From an optimization exercise on the open Yosys and OpenROAD flow, aimed at small area and a short achievable clock period; shortcuts taken in it are not production practice. RTL that was checked went through simulation tests only; none was proved equivalent to the original. Power and IR drop assume default switching activity.

==> inputs of build 55 <==
==> flow/design.v (excerpt) <==
module alu_design #(parameter OPERAND_WIDTH = 16, parameter CMD_WIDTH = 4)(
	input CLK, RST, MODE, CE, CIN,
	input [CMD_WIDTH-1:0] CMD,
	input [1:0] INP_VALID,
	input [OPERAND_WIDTH-1:0] OPA, OPB,
	output reg ERR, OFLOW, E, G, L,
	output reg COUT,
	output reg [(2*OPERAND_WIDTH)-1:0] RES
);
Settings: LEC_CHECK=0, CAP_MARGIN=20, CORE_MARGIN=2, CORE_UTILIZATION=40, SETUP_SLACK_MARGIN=4.0, SLEW_MARGIN=20; clock period 8.0 ns.
run.sh (not shown) runs the stock make flow with config.mk's settings and CLKGATE_MAP_FILE= SYNTH_SCRIPT=/design/flow/synth_recipe.tcl, a recipe that flattens the netlist after the stock synthesis.
==> trial 7 (differences from build 55) <==
--- a/flow/design.v
+++ b/flow/design.v
@@ -90,14 +90,14 @@
 		endcase
 	end
 	wire rot_err = (cmd == 4'd12 || cmd == 4'd13) && (|b[15:5]);
 	wire m9 = cmd[0];
 	wire [31:0] ts, tc;
 	mul_tree u_tree (.a(a), .b(b), .m9(m9), .s(ts), .c(tc));
-	reg [31:0] PS, PC;
-	wire [31:0] P = PS + PC;
+	wire [31:0] prod = ts + tc;
+	reg [31:0] P;
 	reg pvalid;
 	wire is_mul = v11 && (cmd == 4'd9 || cmd == 4'd10);
 	wire add_ok = (v11 && (cmd <= 4'd7 || cmd == 4'd11 || cmd == 4'd12)) ||
 	              (vA && (cmd == 4'd4 || cmd == 4'd5)) ||
 	              (vB && (cmd == 4'd6 || cmd == 4'd7));
 	wire is_cmp8 = v11 && cmd == 4'd8;
@@ -148,16 +148,13 @@
 			ERR <= 1'b0; E <= 1'b0; G <= 1'b0; L <= 1'b0;
 			OFLOW <= oflow_idle;
 		end
 	end
 	always @(posedge CLK) begin
 		if (CE && mode && is_mul)
-		begin
-			PS <= ts;
-			PC <= tc;
-		end
+			P <= prod;
 	end
 endmodule
 module mul_tree(input [15:0] a, input [15:0] b, input m9, output [31:0] s, output [31:0] c);
 	wire [15:0] mx = m9 ? a : {a[14:0], 1'b0};
 	wire [15:0] a9 = a & {16{m9}};
 	wire [15:0] b9 = b & {16{m9}};
==> comparison <==
Between trial 7 and build 55, the lower count of clock-buffer cells in the layout is in trial 7 (gap 14).
Against trial 7, the register-to-register slack of build 55 is better by 1.8 ns.
In build 55 the maximum frequency is larger than in trial 7, by 42%.
Against trial 7, the sequential share of layout area of build 55 is higher by 3.7 points.
Between build 55 and trial 7, the lower synthesized cell count is in build 55 (gap about 0.6%, measured against trial 7).
Against trial 7, the clock skew of build 55 is lower by 0.010 ns.
==> figures <==
| quantity | build 55 | trial 7 |
|---|---|---|
| Sequential cell count of the final layout | 143 | 112 |
| Met3 Wirelength | 7063 um | 5342 um |
| Post-synthesis instance area | 0.01825 mm2 | 0.01747 mm2 |
| Share of the final layout cell area in multi-input gates | 59.57% | 62.84% |
| Vias per cell | 5.808 | 5.770 |
| Footprint of the multi-input gates | 0.01366 mm2 | 0.01395 mm2 |
| Switching Power | 0.001465 W | 0.004194 W |
| Result of the run | complete, no violations | complete, no violations |
| Violation count after the first detailed-route iteration | 1916 | 1533 |
| Multi-input gates | 1486 | 1492 |
| Post-synthesis share of cell area spent on full adders, half adders and majority gates | 34.10% | 35.63% |
| Sequential share of the synthesized area | 20.32% | 15.90% |
| Post-detailed-placement cell area | 0.01991 mm2 | 0.01929 mm2 |
| Post-DP HPWL | 48610 um | 48560 um |
No functional check of the RTL was part of trial 7.

---

==> inputs of 08-08 <==
alu_design, a different RTL version from the one above (not shown whole).
Settings: LEC_CHECK=0, CAP_MARGIN=20, CORE_MARGIN=2, CORE_UTILIZATION=40, SETUP_SLACK_MARGIN=4.8, SLEW_MARGIN=20, SYNTH_HIERARCHICAL=1; clock period 8.0 ns.
standard.sh (not shown) runs the stock make flow with config.mk's settings and CLKGATE_MAP_FILE= SYNTH_SCRIPT=/design/flow/synth_recipe.tcl, a recipe that flattens the netlist after the stock synthesis.
==> flow/flow/run.sh <==
#!/bin/bash
set -e
cp standard.sh standard_sh.txt
export BUFFER_PORTS_ARGS="-buffer_cell sky130_fd_sc_hd__buf_1"
bash standard.sh > standard.log 2>&1
==> 07-05 (differences from 08-08) <==
--- a/flow/design.v
+++ b/flow/design.v
@@ -105,18 +105,19 @@
 		mt_inv u_na (.a(a[gi]), .y(na[gi]));
 		mt_inv u_nb (.a(b[gi]), .y(nb[gi]));
 		mt_and u_a9 (.a(a[gi]), .b(m9), .y(a9[gi]));
 		mt_and u_b9 (.a(b[gi]), .b(m9), .y(b9[gi]));
 		for (gj = 0; gj < 16; gj = gj + 1) begin : g_pp
 			mt_nor u_pp (.a(na[gi]), .b(nb[gj]), .y(pp[gi][gj]));
 		end
 	end endgenerate
-	wire [196:0] fs, fc;
+	wire [204:0] fs, fc;
 	wire [28:0] hs, hc;
+	localparam MT_K = 23;
 	mt_ha u_ha0 (.a(a9[11]), .b(b9[11]), .s(hs[0]), .co(hc[0]));
 	mt_fa u_fa0 (.a(a9[12]), .b(b9[12]), .c(pp[0][12]), .s(fs[0]), .co(fc[0]));
 	mt_ha u_ha1 (.a(pp[10][2]), .b(pp[11][1]), .s(hs[1]), .co(hc[1]));
 	mt_fa u_fa1 (.a(a9[13]), .b(b9[13]), .c(pp[0][13]), .s(fs[1]), .co(fc[1]));
 	mt_fa u_fa2 (.a(pp[10][3]), .b(pp[11][2]), .c(pp[12][1]), .s(fs[2]), .co(fc[2]));
 	mt_ha u_ha2 (.a(pp[13][0]), .b(pp[1][12]), .s(hs[2]), .co(hc[2]));
 	mt_fa u_fa3 (.a(a9[14]), .b(b9[14]), .c(pp[0][14]), .s(fs[3]), .co(fc[3]));
 	mt_fa u_fa4 (.a(pp[10][4]), .b(pp[11][3]), .c(pp[12][2]), .s(fs[4]), .co(fc[4]));
@@ -333,16 +334,24 @@
 	mt_fa u_fa190 (.a(fs[158]), .b(fc[156]), .c(fs[159]), .s(fs[190]), .co(fc[190]));
 	mt_fa u_fa191 (.a(fs[160]), .b(fc[158]), .c(fs[161]), .s(fs[191]), .co(fc[191]));
 	mt_fa u_fa192 (.a(fc[160]), .b(fs[162]), .c(fs[163]), .s(fs[192]), .co(fc[192]));
 	mt_fa u_fa193 (.a(fc[162]), .b(fs[164]), .c(fs[165]), .s(fs[193]), .co(fc[193]));
 	mt_fa u_fa194 (.a(fs[166]), .b(fc[164]), .c(fc[165]), .s(fs[194]), .co(fc[194]));
 	mt_fa u_fa195 (.a(fc[166]), .b(fs[168]), .c(hs[25]), .s(fs[195]), .co(fc[195]));
 	mt_fa u_fa196 (.a(pp[15][13]), .b(hs[26]), .c(fc[168]), .s(fs[196]), .co(fc[196]));
 	mt_ha u_ha28 (.a(pp[14][15]), .b(pp[15][14]), .s(hs[28]), .co(hc[28]));
+	mt_fa u_fa197 (.a(fc[159]), .b(fc[190]), .c(fs[191]), .s(fs[197]), .co(fc[197]));
+	mt_fa u_fa198 (.a(fc[161]), .b(fc[191]), .c(fs[192]), .s(fs[198]), .co(fc[198]));
+	mt_fa u_fa199 (.a(fc[163]), .b(fs[193]), .c(fc[192]), .s(fs[199]), .co(fc[199]));
+	mt_fa u_fa200 (.a(fs[167]), .b(fs[194]), .c(fc[193]), .s(fs[200]), .co(fc[200]));
+	mt_fa u_fa201 (.a(fc[167]), .b(fs[195]), .c(fc[194]), .s(fs[201]), .co(fc[201]));
+	mt_fa u_fa202 (.a(hc[25]), .b(fs[196]), .c(fc[195]), .s(fs[202]), .co(fc[202]));
+	mt_fa u_fa203 (.a(hc[26]), .b(hs[28]), .c(fc[196]), .s(fs[203]), .co(fc[203]));
+	mt_fa u_fa204 (.a(pp[15][15]), .b(hc[28]), .c(fc[203]), .s(fs[204]), .co(fc[204]));
 	assign ts[0] = m9;
 	assign tc[0] = pp[0][0];
 	assign td[0] = hs[27];
 	assign ts[1] = pp[1][0];
 	assign tc[1] = hc[27];
 	assign td[1] = fs[169];
 	assign ts[2] = hs[23];
 	assign tc[2] = fc[169];
@@ -402,48 +411,50 @@
 	assign tc[20] = fc[187];
 	assign td[20] = fs[188];
 	assign ts[21] = fs[157];
 	assign tc[21] = fc[188];
 	assign td[21] = fs[189];
 	assign ts[22] = fc[157];
 	assign tc[22] = fc[189];
 	assign td[22] = fs[190];
-	assign ts[23] = fc[159];
-	assign tc[23] = fc[190];
-	assign td[23] = fs[191];
-	assign ts[24] = fc[161];
-	assign tc[24] = fc[191];
-	assign td[24] = fs[192];
-	assign ts[25] = fc[163];
-	assign tc[25] = fs[193];
-	assign td[25] = fc[192];
-	assign ts[26] = fs[167];
-	assign tc[26] = fs[194];
-	assign td[26] = fc[193];
-	assign ts[27] = fc[167];
-	assign tc[27] = fs[195];
-	assign td[27] = fc[194];
-	assign ts[28] = hc[25];
-	assign tc[28] = fs[196];
-	assign td[28] = fc[195];
-	assign ts[29] = hc[26];
-	assign tc[29] = hs[28];
-	assign td[29] = fc[196];
-	assign ts[30] = pp[15][15];
-	assign tc[30] = hc[28];
+	assign ts[23] = fs[197];
+	assign tc[23] = 1'b0;
+	assign td[23] = 1'b0;
+	assign ts[24] = fs[198];
+	assign tc[24] = fc[197];
+	assign td[24] = 1'b0;
+	assign ts[25] = fs[199];
+	assign tc[25] = fc[198];
+	assign td[25] = 1'b0;
+	assign ts[26] = fs[200];
+	assign tc[26] = fc[199];
+	assign td[26] = 1'b0;
+	assign ts[27] = fs[201];
+	assign tc[27] = fc[200];
+	assign td[27] = 1'b0;
+	assign ts[28] = fs[202];
+	assign tc[28] = fc[201];
+	assign td[28] = 1'b0;
+	assign ts[29] = fs[203];
+	assign tc[29] = fc[202];
+	assign td[29] = 1'b0;
+	assign ts[30] = fs[204];
+	assign tc[30] = 1'b0;
 	assign td[30] = 1'b0;
-	assign ts[31] = 1'b0;
+	assign ts[31] = fc[204];
 	assign tc[31] = 1'b0;
 	assign td[31] = 1'b0;
 	reg [31:0] PS, PC, PD;
 	reg pvalid;
 	wire [31:0] p2s = PS ^ PC ^ PD;
 	wire [31:0] p2c = (PS & PC) | (PS & PD) | (PC & PD);
-	wire [31:0] P = p2s + {p2c[30:0], 1'b0};
+	wire [31:0] px = {PS[31:MT_K], p2s[MT_K-1:0]};
+	wire [31:0] py = {PC[31:MT_K+1], p2c[MT_K-1:0], 1'b0};
+	wire [31:0] P = px + py;
 	wire pv = c_mul & pvalid;
 	wire [31:0] res_n = {{15{pv}} & P[31:17],
 	                     (c_add & sum[16]) | (pv & P[16]),
 	                     ({16{c_add}} & sum[15:0]) | ({16{c_log}} & lres) | ({16{pv}} & P[15:0])};
 	wire ovf_s = (ax[15] ~^ ay[15]) & (sum[15] ^ ax[15]);
 	wire oflow_n = (c_ofsub & sum[16]) | (c_ofsv & ovf_s) | c_ofk;
 	wire oflow_idle_n = c_ofidle | (c_of11v & sum[15]);
 	wire cout_n = c_cout & sum[16];
Settings changed: CAP_MARGIN 20 to 5, SLEW_MARGIN 20 to 5.
==> 01-07 (differences from 08-08) <==
--- a/flow/design.v
+++ b/flow/design.v
@@ -105,18 +105,19 @@
 		mt_inv u_na (.a(a[gi]), .y(na[gi]));
 		mt_inv u_nb (.a(b[gi]), .y(nb[gi]));
 		mt_and u_a9 (.a(a[gi]), .b(m9), .y(a9[gi]));
 		mt_and u_b9 (.a(b[gi]), .b(m9), .y(b9[gi]));
 		for (gj = 0; gj < 16; gj = gj + 1) begin : g_pp
 			mt_nor u_pp (.a(na[gi]), .b(nb[gj]), .y(pp[gi][gj]));
 		end
 	end endgenerate
-	wire [196:0] fs, fc;
+	wire [204:0] fs, fc;
 	wire [28:0] hs, hc;
+	localparam MT_K = 23;
 	mt_ha u_ha0 (.a(a9[11]), .b(b9[11]), .s(hs[0]), .co(hc[0]));
 	mt_fa u_fa0 (.a(a9[12]), .b(b9[12]), .c(pp[0][12]), .s(fs[0]), .co(fc[0]));
 	mt_ha u_ha1 (.a(pp[10][2]), .b(pp[11][1]), .s(hs[1]), .co(hc[1]));
 	mt_fa u_fa1 (.a(a9[13]), .b(b9[13]), .c(pp[0][13]), .s(fs[1]), .co(fc[1]));
 	mt_fa u_fa2 (.a(pp[10][3]), .b(pp[11][2]), .c(pp[12][1]), .s(fs[2]), .co(fc[2]));
 	mt_ha u_ha2 (.a(pp[13][0]), .b(pp[1][12]), .s(hs[2]), .co(hc[2]));
 	mt_fa u_fa3 (.a(a9[14]), .b(b9[14]), .c(pp[0][14]), .s(fs[3]), .co(fc[3]));
 	mt_fa u_fa4 (.a(pp[10][4]), .b(pp[11][3]), .c(pp[12][2]), .s(fs[4]), .co(fc[4]));
@@ -333,16 +334,24 @@
 	mt_fa u_fa190 (.a(fs[158]), .b(fc[156]), .c(fs[159]), .s(fs[190]), .co(fc[190]));
 	mt_fa u_fa191 (.a(fs[160]), .b(fc[158]), .c(fs[161]), .s(fs[191]), .co(fc[191]));
 	mt_fa u_fa192 (.a(fc[160]), .b(fs[162]), .c(fs[163]), .s(fs[192]), .co(fc[192]));
 	mt_fa u_fa193 (.a(fc[162]), .b(fs[164]), .c(fs[165]), .s(fs[193]), .co(fc[193]));
 	mt_fa u_fa194 (.a(fs[166]), .b(fc[164]), .c(fc[165]), .s(fs[194]), .co(fc[194]));
 	mt_fa u_fa195 (.a(fc[166]), .b(fs[168]), .c(hs[25]), .s(fs[195]), .co(fc[195]));
 	mt_fa u_fa196 (.a(pp[15][13]), .b(hs[26]), .c(fc[168]), .s(fs[196]), .co(fc[196]));
 	mt_ha u_ha28 (.a(pp[14][15]), .b(pp[15][14]), .s(hs[28]), .co(hc[28]));
+	mt_fa u_fa197 (.a(fc[159]), .b(fc[190]), .c(fs[191]), .s(fs[197]), .co(fc[197]));
+	mt_fa u_fa198 (.a(fc[161]), .b(fc[191]), .c(fs[192]), .s(fs[198]), .co(fc[198]));
+	mt_fa u_fa199 (.a(fc[163]), .b(fs[193]), .c(fc[192]), .s(fs[199]), .co(fc[199]));
+	mt_fa u_fa200 (.a(fs[167]), .b(fs[194]), .c(fc[193]), .s(fs[200]), .co(fc[200]));
+	mt_fa u_fa201 (.a(fc[167]), .b(fs[195]), .c(fc[194]), .s(fs[201]), .co(fc[201]));
+	mt_fa u_fa202 (.a(hc[25]), .b(fs[196]), .c(fc[195]), .s(fs[202]), .co(fc[202]));
+	mt_fa u_fa203 (.a(hc[26]), .b(hs[28]), .c(fc[196]), .s(fs[203]), .co(fc[203]));
+	mt_fa u_fa204 (.a(pp[15][15]), .b(hc[28]), .c(fc[203]), .s(fs[204]), .co(fc[204]));
 	assign ts[0] = m9;
 	assign tc[0] = pp[0][0];
 	assign td[0] = hs[27];
 	assign ts[1] = pp[1][0];
 	assign tc[1] = hc[27];
 	assign td[1] = fs[169];
 	assign ts[2] = hs[23];
 	assign tc[2] = fc[169];
@@ -402,48 +411,50 @@
 	assign tc[20] = fc[187];
 	assign td[20] = fs[188];
 	assign ts[21] = fs[157];
 	assign tc[21] = fc[188];
 	assign td[21] = fs[189];
 	assign ts[22] = fc[157];
 	assign tc[22] = fc[189];
 	assign td[22] = fs[190];
-	assign ts[23] = fc[159];
-	assign tc[23] = fc[190];
-	assign td[23] = fs[191];
-	assign ts[24] = fc[161];
-	assign tc[24] = fc[191];
-	assign td[24] = fs[192];
-	assign ts[25] = fc[163];
-	assign tc[25] = fs[193];
-	assign td[25] = fc[192];
-	assign ts[26] = fs[167];
-	assign tc[26] = fs[194];
-	assign td[26] = fc[193];
-	assign ts[27] = fc[167];
-	assign tc[27] = fs[195];
-	assign td[27] = fc[194];
-	assign ts[28] = hc[25];
-	assign tc[28] = fs[196];
-	assign td[28] = fc[195];
-	assign ts[29] = hc[26];
-	assign tc[29] = hs[28];
-	assign td[29] = fc[196];
-	assign ts[30] = pp[15][15];
-	assign tc[30] = hc[28];
+	assign ts[23] = fs[197];
+	assign tc[23] = 1'b0;
+	assign td[23] = 1'b0;
+	assign ts[24] = fs[198];
+	assign tc[24] = fc[197];
+	assign td[24] = 1'b0;
+	assign ts[25] = fs[199];
+	assign tc[25] = fc[198];
+	assign td[25] = 1'b0;
+	assign ts[26] = fs[200];
+	assign tc[26] = fc[199];
+	assign td[26] = 1'b0;
+	assign ts[27] = fs[201];
+	assign tc[27] = fc[200];
+	assign td[27] = 1'b0;
+	assign ts[28] = fs[202];
+	assign tc[28] = fc[201];
+	assign td[28] = 1'b0;
+	assign ts[29] = fs[203];
+	assign tc[29] = fc[202];
+	assign td[29] = 1'b0;
+	assign ts[30] = fs[204];
+	assign tc[30] = 1'b0;
 	assign td[30] = 1'b0;
-	assign ts[31] = 1'b0;
+	assign ts[31] = fc[204];
 	assign tc[31] = 1'b0;
 	assign td[31] = 1'b0;
 	reg [31:0] PS, PC, PD;
 	reg pvalid;
 	wire [31:0] p2s = PS ^ PC ^ PD;
 	wire [31:0] p2c = (PS & PC) | (PS & PD) | (PC & PD);
-	wire [31:0] P = p2s + {p2c[30:0], 1'b0};
+	wire [31:0] px = {PS[31:MT_K], p2s[MT_K-1:0]};
+	wire [31:0] py = {PC[31:MT_K+1], p2c[MT_K-1:0], 1'b0};
+	wire [31:0] P = px + py;
 	wire pv = c_mul & pvalid;
 	wire [31:0] res_n = {{15{pv}} & P[31:17],
 	                     (c_add & sum[16]) | (pv & P[16]),
 	                     ({16{c_add}} & sum[15:0]) | ({16{c_log}} & lres) | ({16{pv}} & P[15:0])};
 	wire ovf_s = (ax[15] ~^ ay[15]) & (sum[15] ^ ax[15]);
 	wire oflow_n = (c_ofsub & sum[16]) | (c_ofsv & ovf_s) | c_ofk;
 	wire oflow_idle_n = c_ofidle | (c_of11v & sum[15]);
 	wire cout_n = c_cout & sum[16];
==> qor summary <==
GR Layer Usage met3: 08-08 3.63%; 01-07 4.74%; 07-05 4.81%
Total power per unit cell area: 08-08 157 mW/mm^2; 01-07 156 mW/mm^2; 07-05 158 mW/mm^2
Tightest hold margin: 08-08 0.397 ns; 01-07 0.397 ns; 07-05 0.401 ns
Terminus of the critical flop-to-flop path: 08-08 PD[18]$_DFFE_PP_; 01-07 PD[17]$_DFFE_PP_; 07-05 PD[14]$_DFFE_PP_
Synth top area share: 08-08 25.0%; 01-07 25.5%; 07-05 25.5%
Result of the run: 08-08 complete, no violations; 01-07 complete, no violations; 07-05 complete, no violations
Synthesized instance count: 08-08 1,832; 01-07 1,828; 07-05 1,828
Slowest cell on crit path: 08-08 sky130_fd_sc_hd__fa_2; 01-07 sky130_fd_sc_hd__fa_1; 07-05 sky130_fd_sc_hd__fa_2
Die area: 08-08 0.0479 mm^2; 01-07 0.0470 mm^2; 07-05 0.0470 mm^2
Number of flip-flops and latches in the synthesized netlist: 08-08 189; 01-07 181; 07-05 181
Met1 Usage GRT: 08-08 34.8%; 01-07 35.7%; 07-05 35.9%
Total net switching power: 08-08 1.21 mW; 01-07 1.25 mW; 07-05 1.26 mW
Total power after layout: 08-08 3.39 mW; 01-07 3.36 mW; 07-05 3.38 mW
Post-detailed-placement half-perimeter wirelength: 08-08 40,900 um; 01-07 43,400 um; 07-05 43,200 um
Required time of the critical path: 08-08 8.23 ns; 01-07 8.22 ns; 07-05 8.22 ns
First element of the critical path: 08-08 b[5]$_DFF_P_; 01-07 a[15]$_DFF_P_; 07-05 a[6]$_DFF_P_
Multi-input gates: 08-08 1,463; 01-07 1,495; 07-05 1,495
For 07-05 and 01-07, only the layout was checked, not whether the RTL still works.

## afterwards: timing with drivers on the ports
Ports are ideal in the flow. The routed layouts listed here were re-timed in OpenROAD.
Step 1 assumes that a clkbuf_16 drives the clock port and a buf_2 every other input.
Step 2 moves the port delays by t, midway between the first and last clock arrival at a register: inputs arrive t later, outputs are due t later. That takes back most of the time a late clock gives input paths.
a / b / c = ideal / step 1 / step 2; a / b = the first two.
run | t (ns) | slack for setup (ns) | worst hold slack (ns)
build 55 | 0.518 | 3.723 / 3.723 / 3.723 | 0.487 / 0.487 / 0.487
trial 7 | 0.465 | 1.917 / 1.917 / 1.917 | 0.461 / 0.461 / 0.461
08-08 | 0.533 | 4.737 / 4.737 / 4.452 | 0.397 / 0.397 / 0.397
07-05 | 0.542 | 4.706 / 4.706 / 4.375 | 0.401 / 0.401 / 0.401
01-07 | 0.518 | 4.732 / 4.732 / 4.442 | 0.397 / 0.397 / 0.397
After both steps setup and hold are still met in every run listed. For 07-05, which loses most, drivers alone change the setup slack by 0.000 ns; drivers and shift together by -0.331 ns.
